Background: an optimization exercise with open tools, aiming at small area, a short achievable clock period and few clock cycles. Do not read the settings as production practice. Function was checked by simulation only, so behaviour that the tests miss may differ from the original. The flow treats the clock pin as an ideal source. Dropping or thinning the clock tree relies on that and would not hold on a real chip. Power figures rest on the tool's default switching activity, not on a simulated workload.

== ember ==
## ELA
module ELA(clk, rst, ready, in_data, data_rd, req, wen, addr, data_wr, done);
Settings: LEC_CHECK=0, CAP_MARGIN=40, CORE_MARGIN=2, CORE_UTILIZATION=70, GPL_ROUTABILITY_DRIVEN=1, PLACE_DENSITY=0.8, SLEW_MARGIN=40; clock period 13.0 ns.
standard.sh (not shown) runs the stock make flow with config.mk's settings and CLKGATE_MAP_FILE= SYNTH_SCRIPT=/design/flow/synth_recipe.tcl, a recipe that flattens the netlist after the stock synthesis.
==> flow/flow/run.sh <==
#!/bin/bash
# The standard layout with two changes:
#  - port buffers are buf_2 cells (BUFFER_PORTS_ARGS), turned into buf_1 on the
#    inputs by flow/cts.tcl;
#  - the clock tree is one level: the clock port drives four clkbuf_16 cells,
#    each driving the flip-flops of one quarter of the die
#    (flow/cts.tcl), instead of TritonCTS's two-level H-tree.
# Each tool's output goes to a log file of its own in this folder.
set -euo pipefail
export BUFFER_PORTS_ARGS="-buffer_cell sky130_fd_sc_hd__buf_2"
bash standard.sh place > place.log 2>&1
RES=$PWD/orfs/results/$FLOW_PLATFORM/ELA/base
RES=$RES openroad -no_init -exit flow/cts.tcl > cts.log 2>&1
cp $RES/4_1_cts.odb $RES/4_cts.odb
cp $RES/4_cts.sdc.tmp $RES/4_cts.sdc
bash standard.sh finish > finish.log 2>&1
==> flow/flow/cts.tcl <==
# One-level clock tree: split the clock sinks into four quadrant groups, give each
# group a clkbuf_16 at its centroid, legalize, and write the CTS results that
# the rest of the ORFS flow reads.
set plat $::env(FLOW_HOME)/platforms/$::env(FLOW_PLATFORM)
read_liberty $plat/lib/sky130_fd_sc_hd__tt_025C_1v80.lib
read_db $::env(RES)/3_place.odb
read_sdc $::env(RES)/3_place.sdc
source $plat/setRC.tcl

set db [ord::get_db]
set block [ord::get_db_block]

# Flip-flops that drive an output port's buffer and also internal logic get
# the 4x drive strength of their cell, so the output path stays short.
foreach bt [$block getBTerms] {
  if {[$bt getIoType] ne "OUTPUT"} continue
  set obuf [[lindex [[$bt getNet] getITerms] 0] getInst]
  set q [[$obuf findITerm A] getNet]
  foreach it [$q getITerms] {
    if {![$it isOutputSignal]} continue
    set ff [$it getInst]
    set mname [[$ff getMaster] getName]
    if {[llength [$q getITerms]] > 2 && [regexp {^(sky130_fd_sc_hd__df[a-z]+p)_1$} $mname -> base]} {
      puts "upsize [$ff getName] $mname -> ${base}_4"
      $ff swapMaster [$db findMaster ${base}_4]
    }
  }
}
# Input port buffers only drive internal logic: use the 1x buffer for them.
foreach bt [$block getBTerms] {
  if {[$bt getIoType] ne "INPUT"} continue
  set n [$bt getNet]
  if {$n eq "NULL"} continue
  foreach it [$n getITerms] {
    set b [$it getInst]
    if {[[$b getMaster] getName] eq "sky130_fd_sc_hd__buf_2"} {
      puts "input buffer [$b getName] -> buf_1"
      $b swapMaster [$db findMaster sky130_fd_sc_hd__buf_1]
    }
  }
}

set master [$db findMaster sky130_fd_sc_hd__clkbuf_16]
set clk [$block findNet clk]
set sinks {}
foreach it [$clk getITerms] {
  set inst [$it getInst]
  set bb [$inst getBBox]
  lappend sinks [list [expr {([$bb xMin] + [$bb xMax]) / 2}] [expr {([$bb yMin] + [$bb yMax]) / 2}] $it]
}
# groups: split by x into two halves, then each half by y into two
set sinks [lsort -integer -index 0 $sinks]
set n [llength $sinks]
set h [expr {$n / 2}]
set groups {}
foreach half [list [lrange $sinks 0 [expr {$h - 1}]] [lrange $sinks $h end]] {
  set half [lsort -integer -index 1 $half]
  set m [llength $half]
  set q [expr {$m / 2}]
  lappend groups [lrange $half 0 [expr {$q - 1}]] [lrange $half $q end]
}
puts "clock sinks: $n"
set g 0
foreach grp $groups {
  set sx 0; set sy 0
  foreach s $grp { incr sx [lindex $s 0]; incr sy [lindex $s 1] }
  set cx [expr {$sx / [llength $grp]}]
  set cy [expr {$sy / [llength $grp]}]
  set buf [odb::dbInst_create $block $master "clkbuf_leaf_$g"]
  set net [odb::dbNet_create $block "clknet_leaf_$g"]
  $net setSigType CLOCK
  foreach s $grp {
    set it [lindex $s 2]
    $it disconnect
    $it connect $net
  }
  [$buf findITerm A] connect $clk
  [$buf findITerm X] connect $net
  $buf setLocation $cx $cy
  $buf setPlacementStatus PLACED
  puts "buffer $g: [llength $grp] sinks at $cx $cy"
  incr g
}
$clk setSigType CLOCK
set_propagated_clock [all_clocks]
detailed_placement
estimate_parasitics -placement
report_clock_skew
repair_timing -hold -verbose
detailed_placement
check_placement -verbose
report_checks -path_delay max -group_path_count 3 -format end
write_db $::env(RES)/4_1_cts.odb
write_sdc -no_timestamp $::env(RES)/4_cts.sdc.tmp
Testbench counts of ember, summed over its fixed seeds: cycles 129,008.
Input-level comparison between sierra and ember:
- CORE_UTILIZATION now 50, was 70
- PLACE_DENSITY now 0.6, was 0.8
==> comparison <==
Comparing the two runs side by side, sierra comes out behind ember on cell area. In the final design statistics, sierra uses more standard cells in total than ember. Core util | sierra vs ember | sierra lower. Final critical-path required period delta for sierra relative to ember: 0.035 ns higher. Of sierra and ember, it is sierra that has the lower routing usage on met1. Worst-case headroom to the max-slew limit | sierra above ember. Reg2reg setup slack: sierra vs ember — no meaningful difference. Lower effective utilization at floorplan goes to sierra over ember.
> inputs changed (sierra -> cedar)
- PLACE_DENSITY now 0.9, was 0.6
- CORE_UTILIZATION now 80, was 50
==> comparison <==
- Compared with sierra, cedar shows clock group total power lower by about 3%.
- Run comparison: sierra critical path launch point data_wr[2]$_DFFE_PP_; cedar critical path launch point addr[3]$_SDFF_PP1_
- Post-synthesis sequential area ratio: cedar vs sierra identical
- Compared with sierra, cedar has less setup slack.
- The number of tapcells in cedar sits 36 below the value recorded for sierra.
- NOTE routed wire length sierra->cedar increased by more than a quarter
- Via count of the first global-routing pass up 320 in cedar wrt sierra
- Comparing sierra and cedar, the higher overall power consumption was measured on sierra.
- Between cedar and sierra, it is cedar whose part of the total power dissipated in combinational logic is higher, by 0.4 points.
Edits applied to the flow inputs when going from cedar to fjord:
- a change of PLACE_DENSITY from 0.9 to 0.6
- a change of CORE_UTILIZATION from 80 to 50
-- flow/flow/run.sh --
<<< cedar, line 3
#  - port buffers are buf_2 cells (BUFFER_PORTS_ARGS), turned into buf_1 on the
#    inputs by flow/cts.tcl;
>>> fjord, line 3
#  - port buffers are buf_2 cells (BUFFER_PORTS_ARGS);
-- flow/flow/cts.tcl --
<<< cedar, line 14
# the 4x drive strength of their cell, so the output path stays short.
>>> fjord, line 14
# the 2x drive strength of their cell, so the output path stays short.
<<< cedar, line 24
      puts "upsize [$ff getName] $mname -> ${base}_4"
      $ff swapMaster [$db findMaster ${base}_4]
>>> fjord, line 24
      puts "upsize [$ff getName] $mname -> ${base}_2"
      $ff swapMaster [$db findMaster ${base}_2]
<<< cedar, line 29
# Input port buffers only drive internal logic: use the 1x buffer for them.
foreach bt [$block getBTerms] {
  if {[$bt getIoType] ne "INPUT"} continue
  set n [$bt getNet]
  if {$n eq "NULL"} continue
  foreach it [$n getITerms] {
    set b [$it getInst]
    if {[[$b getMaster] getName] eq "sky130_fd_sc_hd__buf_2"} {
      puts "input buffer [$b getName] -> buf_1"
      $b swapMaster [$db findMaster sky130_fd_sc_hd__buf_1]
    }
  }
}

>>> fjord, line 29
[summary]
Summary: with cedar as the reference, placed instance count in fjord moved up by a little under 10%.
Compare cedar and fjord | height of the chip lower: cedar
Delta (fjord minus cedar): routed wire length on met3 went down by about 60%, routed wire length went down by about 20%, setup slack at placement now sits higher.
No run of this note takes its clock network from TritonCTS; it comes from the design's own scripts or RTL.

afterwards: timing with drivers on the ports:
The results above use ideal ports. As a check the final layouts listed here were re-extracted and re-timed, cells and wires unchanged.
Step 1: set_driving_cell puts a clkbuf_16 on clk and a buf_2 on each other input, an assumption about the parent block.
Step 2 adds t to the input delays and takes it off the output delays; t is the mean of the earliest and latest rising clock arrival at the registers after step 1. Input paths then give back, and output paths get back, about the clock's delay inside the block.
a / b / c = no drivers / after step 1 / after step 2; a / b = the first two.
run | shift t [ns] | setup WS [ns] | hold slack, ns | worst setup path after step 2 | worst data-port slew with drivers (ns)
ember | 0.228 | 9.706 / 9.626 / 9.770 | 0.333 / 0.333 / 0.333 | register to register | 0.03
sierra | 0.230 | 9.671 / 9.594 / 9.758 | 0.334 / 0.334 / 0.334 | register to register | 0.04
cedar | 0.228 | 9.440 / 9.440 / 9.440 | 0.334 / 0.334 / 0.334 | register to register | 0.04
fjord | 0.229 | 9.661 / 9.585 / 9.753 | 0.334 / 0.334 / 0.334 | register to register | 0.04
After both steps setup and hold are still met in every run listed.
